From an optimization exercise on the open Yosys and OpenROAD flow, aimed at small area; shortcuts taken in it are not production practice.
In this exercise RTL edits were held to simulation tests only and were not proved equivalent to the original.

==> inputs of sierra <==
// tv80s
module tv80s ( 
  m1_n, mreq_n, iorq_n, rd_n, wr_n, rfsh_n, halt_n, busak_n, A, dout,
  reset_n, clk, cen, wait_n, int_n, nmi_n, busrq_n, di
  );
  parameter Mode = 0;     
  parameter T2Write = 0;  
  parameter IOWait  = 1;  
  input         reset_n;
  input         clk;
  input         cen;
  input         wait_n;
  input         int_n;
  input         nmi_n;
  input         busrq_n;
  output        m1_n;
  output        mreq_n;
  output        iorq_n;
  output        rd_n;
  output        wr_n;
  output        rfsh_n;
  output        halt_n;
  output        busak_n;
  output [15:0] A;
  input [7:0]   di;
  output [7:0]  dout;
  reg           mreq_n;
  reg           iorq_n;
  reg           rd_n;
  reg           wr_n;
  wire          intcycle_n;
  wire          no_read;
  wire          write;
  wire          iorq;
  reg [7:0]     di_reg;
  wire [6:0]    mcycle;
  wire [6:0]    tstate;
  tv80_core #(Mode, IOWait) i_tv80_core
    (
     .cen (cen),
     .m1_n (m1_n),
     .iorq (iorq),
     .no_read (no_read),
     .write (write),
     .rfsh_n (rfsh_n),
     .halt_n (halt_n),
     .wait_n (wait_n),
     .int_n (int_n),
     .nmi_n (nmi_n),
     .reset_n (reset_n),
     .busrq_n (busrq_n),
     .busak_n (busak_n),
     .clk (clk),
     .IntE (),
     .stop (),
     .A (A),
     .dinst (di),
     .di (di_reg),
     .dout (dout),
     .mc (mcycle),
     .ts (tstate),
     .intcycle_n (intcycle_n)
     );
  always @(posedge clk or negedge reset_n)
    begin
      if (!reset_n)
        begin
          rd_n   <= 1'b1;
          wr_n   <= 1'b1;
          iorq_n <= 1'b1;
          mreq_n <= 1'b1;
          di_reg <= 0;
        end
      else
        begin
          rd_n <= 1'b1;
          wr_n <= 1'b1;
  ...
Settings: LEC_CHECK=0, CAP_MARGIN=20, CORE_MARGIN=2, CORE_UTILIZATION=40, SLEW_MARGIN=20; clock period 12.0 ns.
run.sh (not shown) runs the stock make flow with config.mk's settings and CLKGATE_MAP_FILE= SYNTH_SCRIPT=/design/flow/synth_recipe.tcl, a recipe that flattens the netlist after the stock synthesis.
==> garnet (differences from sierra) <==
--- a/flow/design.v
+++ b/flow/design.v
@@ -378,24 +378,31 @@
         begin
           if (WEH) RegsH[AddrA] <= DIH;
           if (WEL) RegsL[AddrA] <= DIL;
         end
     end
-  assign DOAH = RegsH[AddrA];
-  assign DOAL = RegsL[AddrA];
-  assign DOBH = RegsH[AddrB];
-  assign DOBL = RegsL[AddrB];
-  assign DOCH = RegsH[AddrC];
-  assign DOCL = RegsL[AddrC];
-  wire [7:0] B = RegsH[0];
-  wire [7:0] C = RegsL[0];
-  wire [7:0] D = RegsH[1];
-  wire [7:0] E = RegsL[1];
-  wire [7:0] H = RegsH[2];
-  wire [7:0] L = RegsL[2];
-  wire [15:0] IX = { RegsH[3], RegsL[3] };
-  wire [15:0] IY = { RegsH[7], RegsL[7] };
+  wire [7:0] selA = 8'b1 << AddrA;
+  wire [7:0] selB = 8'b1 << AddrB;
+  wire [7:0] selC = 8'b1 << AddrC;
+  function [7:0] rd;
+    input [7:0] sel;
+    input [63:0] r;
+    integer k;
+    begin
+      rd = 8'h00;
+      for (k = 0; k < 8; k = k + 1)
+        rd = rd | (r[k*8 +: 8] & {8{sel[k]}});
+    end
+  endfunction
+  wire [63:0] allH = { RegsH[7], RegsH[6], RegsH[5], RegsH[4], RegsH[3], RegsH[2], RegsH[1], RegsH[0] };
+  wire [63:0] allL = { RegsL[7], RegsL[6], RegsL[5], RegsL[4], RegsL[3], RegsL[2], RegsL[1], RegsL[0] };
+  assign DOAH = rd(selA, allH);
+  assign DOAL = rd(selA, allL);
+  assign DOBH = rd(selB, allH);
+  assign DOBL = rd(selB, allL);
+  assign DOCH = rd(selC, allH);
+  assign DOCL = rd(selC, allL);
 endmodule
 module tv80_mcode
   ( 
   MCycles, TStates, Prefix, Inc_PC, Inc_WZ, IncDec_16, Read_To_Reg,
   Read_To_Acc, Set_BusA_To, Set_BusB_To, ALU_Op, Save_ALU, PreserveC,
@@ -2657,12 +2664,14 @@
   reg [7:0]     IR;              
   reg [1:0]     ISet;            
   reg [15:0]    RegBusA_r;
   reg [15:0]    ID16;
   reg [7:0]     Save_Mux;
-  reg [6:0]     tstate;
-  reg [6:0]     mcycle;
+  reg [2:0]     tst;    
+  reg [2:0]     mcyc;   
+  wire [6:0]    tstate = 7'b1 << tst;
+  wire [6:0]    mcycle = 7'b1 << (mcyc - 3'd1);
   reg           last_mcycle, last_tstate;
   reg           IntE_FF1;
   reg           IntE_FF2;
   reg           Halt_FF;
   reg           BusReq_s;
@@ -2841,33 +2850,15 @@
         7'b0000001 : mcyc_to_number = 3'h1;
         default : mcyc_to_number = 3'h1;
       endcase
     end
   endfunction
-  always @( mcycle or mcycles or tstate or tstates)
+  always @( mcyc or mcycles or tst or tstates)
     begin
-      case (mcycles)
-        1 : last_mcycle = mcycle[0];
-        2 : last_mcycle = mcycle[1];
-        3 : last_mcycle = mcycle[2];
-        4 : last_mcycle = mcycle[3];
-        5 : last_mcycle = mcycle[4];
-        6 : last_mcycle = mcycle[5];
-        7 : last_mcycle = mcycle[6];
-        default : last_mcycle = 1'bx;
-      endcase  
-      case (tstates)
-        0 : last_tstate = tstate[0];
-        1 : last_tstate = tstate[1];
-        2 : last_tstate = tstate[2];
-        3 : last_tstate = tstate[3];
-        4 : last_tstate = tstate[4];
-        5 : last_tstate = tstate[5];
-        6 : last_tstate = tstate[6];
-        default : last_tstate = 1'bx;
-      endcase
-    end  
+      last_mcycle = (mcyc == mcycles);
+      last_tstate = (tst == tstates);
+    end
   always @( ALU_Q or BusAck or BusB or DI_Reg
 	   or ExchangeRp or IR or Save_ALU_r or Set_Addr_To or XY_Ind
 	   or XY_State or cen or last_tstate or mcycle)
     begin
       ClkEn = cen && ~ BusAck;
@@ -2892,54 +2883,54 @@
     begin
       if (reset_n == 1'b0 )
         begin
           PC <= 0;   
           A <= 0;
-          TmpAddr <= 0;
+          ;
           IR <= 8'b00000000;
           ISet <= 2'b00;
           XY_State <= 2'b00;
           IStatus <= 2'b00;
           mcycles <= 3'b000;
-          dout <= 8'b00000000;
-          ACC <= 8'hFF;
-          F <= 8'hFF;
-          Ap <= 8'hFF;
-          Fp <= 8'hFF;
+          ;
+          ;
+          ;
+          ;
+          ;
           I <= 0;
-          SP <= 16'hFFFF;
+          ;
           Alternate <= 1'b0;
           Read_To_Reg_r <= 5'b00000;
-          Arith16_r <= 1'b0;
+          ;
           BTR_r <= 1'b0;
-          Z16_r <= 1'b0;
-          ALU_Op_r <= 4'b0000;
+          ;
+          ;
           Save_ALU_r <= 1'b0;
-          PreserveC_r <= 1'b0;
+          ;
           XY_Ind <= 1'b0;
         end
       else
         begin
           if (ClkEn == 1'b1 )
             begin
-              ALU_Op_r <= 4'b0000;
+              ;
               Save_ALU_r <= 1'b0;
               Read_To_Reg_r <= 5'b00000;
               mcycles <= mcycles_d;
               if (IMode != 2'b11 )
                 begin
                   IStatus <= IMode;
                 end
-              Arith16_r <= Arith16;
-              PreserveC_r <= PreserveC;
+              ;
+              ;
               if (ISet == 2'b10 && ALU_Op[2] == 1'b0 && ALU_Op[0] == 1'b1 && mcycle[2] )
                 begin
-                  Z16_r <= 1'b1;
+                  ;
                 end
               else
                 begin
-                  Z16_r <= 1'b0;
+                  ;
                 end
               if (mcycle[0] && (tstate[1] | tstate[2] | tstate[3] ))
                 begin
                   if (tstate[2] && wait_n == 1'b1 )
                     begin
@@ -2952,11 +2943,11 @@
                           IR <= 8'b11111111;
                         end
                       else if (Halt_FF == 1'b1 || (IntCycle == 1'b1 && IStatus == 2'b10) || NMICycle == 1'b1 )
                         begin
                           IR <= 8'b00000000;
-			  TmpAddr[7:0] <= dinst;  
+			  ;
                         end
                       else
                         begin
                           IR <= dinst;
                         end
@@ -3106,10 +3097,434 @@
                                   A <= PC;
                                 end
                             endcase  
                           end  
                       Save_ALU_r <= Save_ALU;
+                      ;
+                      if (I_CPL == 1'b1 )
+                        begin
+                          ;
+                          ;
+                          ;
+                          ;
+                          ;
+                        end
+                      if (I_CCF == 1'b1 )
+                        begin
+                          ;
+                          ;
+                          ;
+                          ;
+                          ;
+                        end
+                      if (I_SCF == 1'b1 )
+                        begin
+                          ;
+                          ;
+                          ;
+                          ;
+                          ;
+                        end
+                    end  
+                  if (tstate[2] && wait_n == 1'b1 )
+                    begin
+                      if (ISet == 2'b01 && mcycle[6] )
+                        begin
+                          IR <= dinst;
+                        end
+                      if (JumpE == 1'b1 )
+                        begin
+                          PC <= PC16;
+                        end
+                      else if (Inc_PC == 1'b1 )
+                        begin
+                          PC <= PC16;
+                        end
+                      if (BTR_r == 1'b1 )
+                        begin
+                          PC <= PC16;
+                        end
+                      if (RstP == 1'b1 )
+                        begin
+                          ;
+                        end
+                    end
+                  if (tstate[3] && mcycle[5] )
+                    begin
+                      ;
+                    end
+                  if ((tstate[2] && wait_n == 1'b1) || (tstate[4] && mcycle[0]) )
+                    begin
+                      if (IncDec_16[2:0] == 3'b111 )
+                        begin
+                          ;
+                        end
+                    end
+                  if (LDSPHL == 1'b1 )
+                    begin
+                      ;
+                    end
+                  if (ExchangeAF == 1'b1 )
+                    begin
+                      ;
+                      ;
+                      ;
+                      ;
+                    end
+                  if (ExchangeRS == 1'b1 )
+                    begin
+                      Alternate <= ~ Alternate;
+                    end
+                end  
+              if (tstate[3] )
+                begin
+                  if (LDZ == 1'b1 )
+                    begin
+                      ;
+                    end
+                  if (LDW == 1'b1 )
+                    begin
+                      ;
+                    end
+                  if (Special_LD[2] == 1'b1 )
+                    begin
+                      case (Special_LD[1:0])
+                        2'b00 :
+                          begin
+                            ;
+                            ;
+			    ;
+			    ;
+			    ;
+			    ;
+                          end
+                        2'b01 :
+                          begin
+                            ;
+                            ;
+			    ;
+			    ;
+			    ;
+			    ;
+                          end
+                        2'b10 :
+                          I <= ACC;
+                        default : ;
+                      endcase
+                    end
+                end  
+              if ((I_DJNZ == 1'b0 && Save_ALU_r == 1'b1) || ALU_Op_r == 4'b1001 )
+                begin
+                  if (Mode == 3 )
+                    begin
+                      ;
+                      ;
+                      ;
+                      if (PreserveC_r == 1'b0 )
+                        begin
+                          ;
+                        end
+                    end
+                  else
+                    begin
+                      ;
+                      if (PreserveC_r == 1'b0 )
+                        begin
+                          ;
+                        end
+                    end
+                end  
+              if (T_Res == 1'b1 && I_INRC == 1'b1 )
+                begin
+                  ;
+                  ;
+                  if (DI_Reg[7:0] == 8'b00000000 )
+                    begin
+                      ;
+                    end
+                  else
+                    begin
+                      ;
+                    end
+                  ;
+                  ;
+                end  
+              if (tstate[1] && Auto_Wait_t1 == 1'b0 )
+                begin
+                  ;
+                  if (I_RLD == 1'b1 )
+                    begin
+                      ;
+                      ;
+                    end
+                  if (I_RRD == 1'b1 )
+                    begin
+                      ;
+                      ;
+                    end
+                end
+              if (T_Res == 1'b1 )
+                begin
+                  Read_To_Reg_r[3:0] <= Set_BusA_To;
+                  Read_To_Reg_r[4] <= Read_To_Reg;
+                  if (Read_To_Acc == 1'b1 )
+                    begin
+                      Read_To_Reg_r[3:0] <= 4'b0111;
+                      Read_To_Reg_r[4] <= 1'b1;
+                    end
+                end
+              if (tstate[1] && I_BT == 1'b1 )
+                begin
+                  ;
+                  ;
+                  ;
+                  ;
+                end
+              if (I_BC == 1'b1 || I_BT == 1'b1 )
+                begin
+                  ;
+                end
+              if ((tstate[1] && Save_ALU_r == 1'b0 && Auto_Wait_t1 == 1'b0) ||
+                  (Save_ALU_r == 1'b1 && ALU_Op_r != 4'b0111) )
+                begin
+                  case (Read_To_Reg_r)
+                    5'b10111 :
+                      ;
+                    5'b10110 :
+                      ;
+                    5'b11000 :
+                      ;
+                    5'b11001 :
+                      ;
+                    5'b11011 :
+                      ;
+                    default : ;
+                  endcase
+                end  
+            end  
+        end  
+    end
+  always @(posedge clk)
+    begin
+      if (1'b0)
+        begin
+          ;
+          ;
+          TmpAddr <= 0;
+          ;
+          ;
+          ;
+          ;
+          ;
+          dout <= 8'b00000000;
+          ACC <= 8'hFF;
+          F <= 8'hFF;
+          Ap <= 8'hFF;
+          Fp <= 8'hFF;
+          ;
+          SP <= 16'hFFFF;
+          ;
+          ;
+          Arith16_r <= 1'b0;
+          ;
+          Z16_r <= 1'b0;
+          ALU_Op_r <= 4'b0000;
+          ;
+          PreserveC_r <= 1'b0;
+          ;
+        end
+      else
+        begin
+          if (ClkEn == 1'b1 )
+            begin
+              ALU_Op_r <= 4'b0000;
+              ;
+              ;
+              ;
+              if (IMode != 2'b11 )
+                begin
+                  ;
+                end
+              Arith16_r <= Arith16;
+              PreserveC_r <= PreserveC;
+              if (ISet == 2'b10 && ALU_Op[2] == 1'b0 && ALU_Op[0] == 1'b1 && mcycle[2] )
+                begin
+                  Z16_r <= 1'b1;
+                end
+              else
+                begin
+                  Z16_r <= 1'b0;
+                end
+              if (mcycle[0] && (tstate[1] | tstate[2] | tstate[3] ))
+                begin
+                  if (tstate[2] && wait_n == 1'b1 )
+                    begin
+                      if (Jump == 1'b0 && Call == 1'b0 && NMICycle == 1'b0 && IntCycle == 1'b0 && ~ (Halt_FF == 1'b1 || Halt == 1'b1) )
+                        begin
+                          ;
+                        end
+                      if (IntCycle == 1'b1 && IStatus == 2'b01 )
+                        begin
+                          ;
+                        end
+                      else if (Halt_FF == 1'b1 || (IntCycle == 1'b1 && IStatus == 2'b10) || NMICycle == 1'b1 )
+                        begin
+                          ;
+			  TmpAddr[7:0] <= dinst;  
+                        end
+                      else
+                        begin
+                          ;
+                        end
+                      ;
+                      if (Prefix != 2'b00 )
+                        begin
+                          if (Prefix == 2'b11 )
+                            begin
+                              if (IR[5] == 1'b1 )
+                                begin
+                                  ;
+                                end
+                              else
+                                begin
+                                  ;
+                                end
+                            end
+                          else
+                            begin
+                              if (Prefix == 2'b10 )
+                                begin
+                                  ;
+                                  ;
+                                end
+                              ;
+                            end
+                        end
+                      else
+                        begin
+                          ;
+                          ;
+                        end
+                    end  
+                end
+              else
+                begin
+                  if (mcycle[5] )
+                    begin
+                      ;
+                      if (Prefix == 2'b01 )
+                        begin
+                          ;
+                        end
+                    end
+                  if (T_Res == 1'b1 )
+                    begin
+                      ;
+                      if (Jump == 1'b1 )
+                        begin
+                          ;
+                          ;
+                          ;
+                          ;
+                        end
+                      else if (JumpXY == 1'b1 )
+                        begin
+                          ;
+                          ;
+                        end else if (Call == 1'b1 || RstP == 1'b1 )
+                          begin
+                            ;
+                            ;
+                          end
+                        else if (last_mcycle && NMICycle == 1'b1 )
+                          begin
+                            ;
+                            ;
+                          end
+                        else if (mcycle[2] && IntCycle == 1'b1 && IStatus == 2'b10 )
+                          begin
+                            ;
+                            ;
+                            ;
+                            ;
+                          end
+                        else
+                          begin
+                            case (Set_Addr_To)
+                              aXY :
+                                begin
+                                  if (XY_State == 2'b00 )
+                                    begin
+                                      ;
+                                    end
+                                  else
+                                    begin
+                                      if (NextIs_XY_Fetch == 1'b1 )
+                                        begin
+                                          ;
+                                        end
+                                      else
+                                        begin
+                                          ;
+                                        end
+                                    end  
+                                end  
+                              aIOA :
+                                begin
+                                  if (Mode == 3 )
+                                    begin
+                                      ;
+                                    end
+                                  else if (Mode == 2 )
+                                    begin
+                                      ;
+                                    end
+                                  else
+                                    begin
+                                      ;
+                                    end
+                                  ;
+                                end  
+                              aSP :
+                                begin
+                                  ;
+                                end
+                              aBC :
+                                begin
+                                  if (Mode == 3 && iorq_i == 1'b1 )
+                                    begin
+                                      ;
+                                      ;
+                                    end
+                                  else
+                                    begin
+                                      ;
+                                    end
+                                end  
+                              aDE :
+                                begin
+                                  ;
+                                end
+                              aZI :
+                                begin
+                                  if (Inc_WZ == 1'b1 )
+                                    begin
+                                      ;
+                                    end
+                                  else
+                                    begin
+                                      ;
+                                      ;
+                                    end
+                                end  
+                              default   :
+                                begin
+                                  ;
+                                end
+                            endcase  
+                          end  
+                      ;
                       ALU_Op_r <= ALU_Op;
                       if (I_CPL == 1'b1 )
                         begin
                           ACC <= ~ ACC;
                           F[Flag_Y] <= ~ ACC[5];
@@ -3136,23 +3551,23 @@
                     end  
                   if (tstate[2] && wait_n == 1'b1 )
                     begin
                       if (ISet == 2'b01 && mcycle[6] )
                         begin
-                          IR <= dinst;
+                          ;
                         end
                       if (JumpE == 1'b1 )
                         begin
-                          PC <= PC16;
+                          ;
                         end
                       else if (Inc_PC == 1'b1 )
                         begin
-                          PC <= PC16;
+                          ;
                         end
                       if (BTR_r == 1'b1 )
                         begin
-                          PC <= PC16;
+                          ;
                         end
                       if (RstP == 1'b1 )
                         begin
                           TmpAddr <= { 10'h0, IR[5:3], 3'h0 };
                         end
@@ -3179,11 +3594,11 @@
                       Fp <= F;
                       F <= Fp;
                     end
                   if (ExchangeRS == 1'b1 )
                     begin
-                      Alternate <= ~ Alternate;
+                      ;
                     end
                 end  
               if (tstate[3] )
                 begin
                   if (LDZ == 1'b1 )
@@ -3214,11 +3629,11 @@
 			    F[Flag_S] <= I[7];
 			    F[Flag_H] <= 0;
 			    F[Flag_N] <= 0;
                           end
                         2'b10 :
-                          I <= ACC;
+                          ;
                         default : ;
                       endcase
                     end
                 end  
               if ((I_DJNZ == 1'b0 && Save_ALU_r == 1'b1) || ALU_Op_r == 4'b1001 )
@@ -3271,16 +3686,16 @@
                       dout[7:4] <= BusA[3:0];
                     end
                 end
               if (T_Res == 1'b1 )
                 begin
-                  Read_To_Reg_r[3:0] <= Set_BusA_To;
-                  Read_To_Reg_r[4] <= Read_To_Reg;
+                  ;
+                  ;
                   if (Read_To_Acc == 1'b1 )
                     begin
-                      Read_To_Reg_r[3:0] <= 4'b0111;
-                      Read_To_Reg_r[4] <= 1'b1;
+                      ;
+                      ;
                     end
                 end
               if (tstate[1] && I_BT == 1'b1 )
                 begin
                   F[Flag_X] <= ALU_Q[3];
@@ -3552,12 +3967,12 @@
     end
   always @ (posedge clk or negedge reset_n)
     begin
       if (reset_n == 1'b0 )
         begin
-          mcycle <= 7'b0000001;
-          tstate <= 7'b0000001;
+          mcyc <= 3'd1;
+          tst <= 3'd0;
           Pre_XY_F_M <= 3'b000;
           Halt_FF <= 1'b0;
           BusAck <= 1'b0;
           NMICycle <= 1'b0;
           IntCycle <= 1'b0;
@@ -3632,30 +4047,30 @@
                         begin
                           BusAck <= 1'b1;
                         end
                       else
                         begin
-                          tstate <= 7'b0000010;
+                          tst <= 3'd1;
                           if (NextIs_XY_Fetch == 1'b1 )
                             begin
-                              mcycle <= 7'b0100000;
-                              Pre_XY_F_M <= mcyc_to_number(mcycle);
+                              mcyc <= 3'd6;
+                              Pre_XY_F_M <= mcyc;
                               if (IR == 8'b00110110 && Mode == 0 )
                                 begin
                                   Pre_XY_F_M <= 3'b010;
                                 end
                             end
                           else if ((mcycle[6]) || (mcycle[5] && Mode == 1 && ISet != 2'b01) )
                             begin
-                              mcycle <= number_to_bitvec(Pre_XY_F_M + 1);
+                              mcyc <= Pre_XY_F_M + 3'd1;
                             end
                           else if ((last_mcycle) ||
                                    No_BTR == 1'b1 ||
                                    (mcycle[1] && I_DJNZ == 1'b1 && IncDecZ == 1'b1) )
                             begin
                               m1_n <= 1'b0;
-                              mcycle <= 7'b0000001;
+                              mcyc <= 3'd1;
                               IntCycle <= 1'b0;
                               NMICycle <= 1'b0;
                               if (NMI_s == 1'b1 && Prefix == 2'b00 )
                                 begin
                                   NMICycle <= 1'b1;
@@ -3668,20 +4083,20 @@
                                   IntE_FF2 <= 1'b0;
                                 end
                             end
                           else
                             begin
-                              mcycle <= { mcycle[5:0], mcycle[6] };
+                              mcyc <= mcyc + 3'd1;
                             end
                         end
                     end
                   else
                     begin    
                       if ( ~(Auto_Wait == 1'b1 && Auto_Wait_t2 == 1'b0) &&
                            ~(IOWait == 1 && iorq_i == 1'b1 && Auto_Wait_t1 == 1'b0) )
                         begin
-                          tstate <= { tstate[5:0], tstate[6] };
+                          tst <= (tst == 3'd6) ? 3'd0 : tst + 3'd1;
                         end
                     end
                 end
               if (tstate[0])
                 begin
@@ -3806,11 +4221,10 @@
         begin
           rd_n   <= 1'b1;
           wr_n   <= 1'b1;
           iorq_n <= 1'b1;
           mreq_n <= 1'b1;
-          di_reg <= 0;
         end
       else
         begin
           rd_n <= 1'b1;
           wr_n <= 1'b1;
@@ -3850,10 +4264,11 @@
                       iorq_n <= ~ iorq;
                       mreq_n <= iorq;
                   end
                 end  
             end  
-          if (tstate[2] && wait_n == 1'b1)
-            di_reg <= di;
         end  
     end  
+  always @(posedge clk)
+    if (tstate[2] && wait_n == 1'b1)
+      di_reg <= di;
 endmodule  
==> xenon (differences from sierra) <==
==> flow/config.mk (replaced) <==
export PLATFORM = sky130hd
export DESIGN_NAME = tv80s
export DESIGN_NICKNAME = tv80s
export VERILOG_FILES = /design/flow/design.v
export SDC_FILE = /design/flow/constraint.sdc
export NUM_CORES = 4
export LEC_CHECK = 0
export CAP_MARGIN = 0
export CORE_MARGIN = 2
export CORE_UTILIZATION = 40
export CTS_BUF_LIST = sky130_fd_sc_hd__clkbuf_4
export SLEW_MARGIN = 0
==> qor summary <==
| metric | sierra | garnet | xenon |
|---|---|---|---|
| Outcome | timing/DRC/antenna clean | timing/DRC/antenna clean | timing/DRC/antenna clean |
| Reg2reg setup slack | 2050 ps | 2060 ps | 2120 ps |
| HPWL after detailed placement | 148 mm | 150 mm | 147 mm |
| Count of non-CTS inverters in the layout | 126 | 127 | 126 |
| Max Clock Skew | 28.2 ps | 45.9 ps | 156 ps |
| Mux contribution to synthesized area | 6.76% | 6.74% | 6.76% |
| Fraction of area in clock buffers and inverters | 3.91% | 4.17% | 3.52% |
| Post-Syn Area | 34100 sq um | 33200 sq um | 34100 sq um |
| Floorplan core area | 84900 sq um | 82100 sq um | 84900 sq um |
| Total of flip-flops plus latches after synthesis | 358 | 350 | 358 |
| Detail-routed net length per standard cell | 35.7 um | 37.8 um | 35.0 um |
| Signal arrival time at the worst endpoint | 10240 ps | 10240 ps | 10540 ps |
| Pin count of the biggest net entering global routing | 75 | 79 | 75 |
| Overall routing resource usage | 43.9% | 45.0% | 44.0% |

## what the ideal ports hide
The results above use ideal ports. As a check the final layouts listed here were re-extracted and re-timed, cells and wires unchanged. Step 1 sets driving cells, clkbuf_16 on the clock port and buf_2 on the other inputs (assumed; they add their load-dependent delay and slew). Step 2, shift: input delay + t, output delay - t, t = (earliest + latest rising clock arrival at the registers) / 2. This alone moves slack from input paths to output paths. a / b / c = ideal / step 1 / step 2; a / b = the first two.
run | shift t [ns] | setup slack, ns | worst hold slack (ns) | slew at the worst register clock pin (ns) | pins driven straight from the clock port
sierra | 0.688 | 2.054 / 2.054 / 2.054 | 0.479 / 0.479 / 0.479 | 0.07 / 0.07 | 1
garnet | 0.673 | 2.059 / 2.059 / 2.059 | 0.482 / 0.482 / 0.482 | 0.07 / 0.07 | 1
xenon | 1.012 | 2.124 / 2.124 / 2.124 | 0.483 / 0.483 / 0.483 | 0.08 / 0.08 | 1
After both steps every run listed still meets setup and hold.
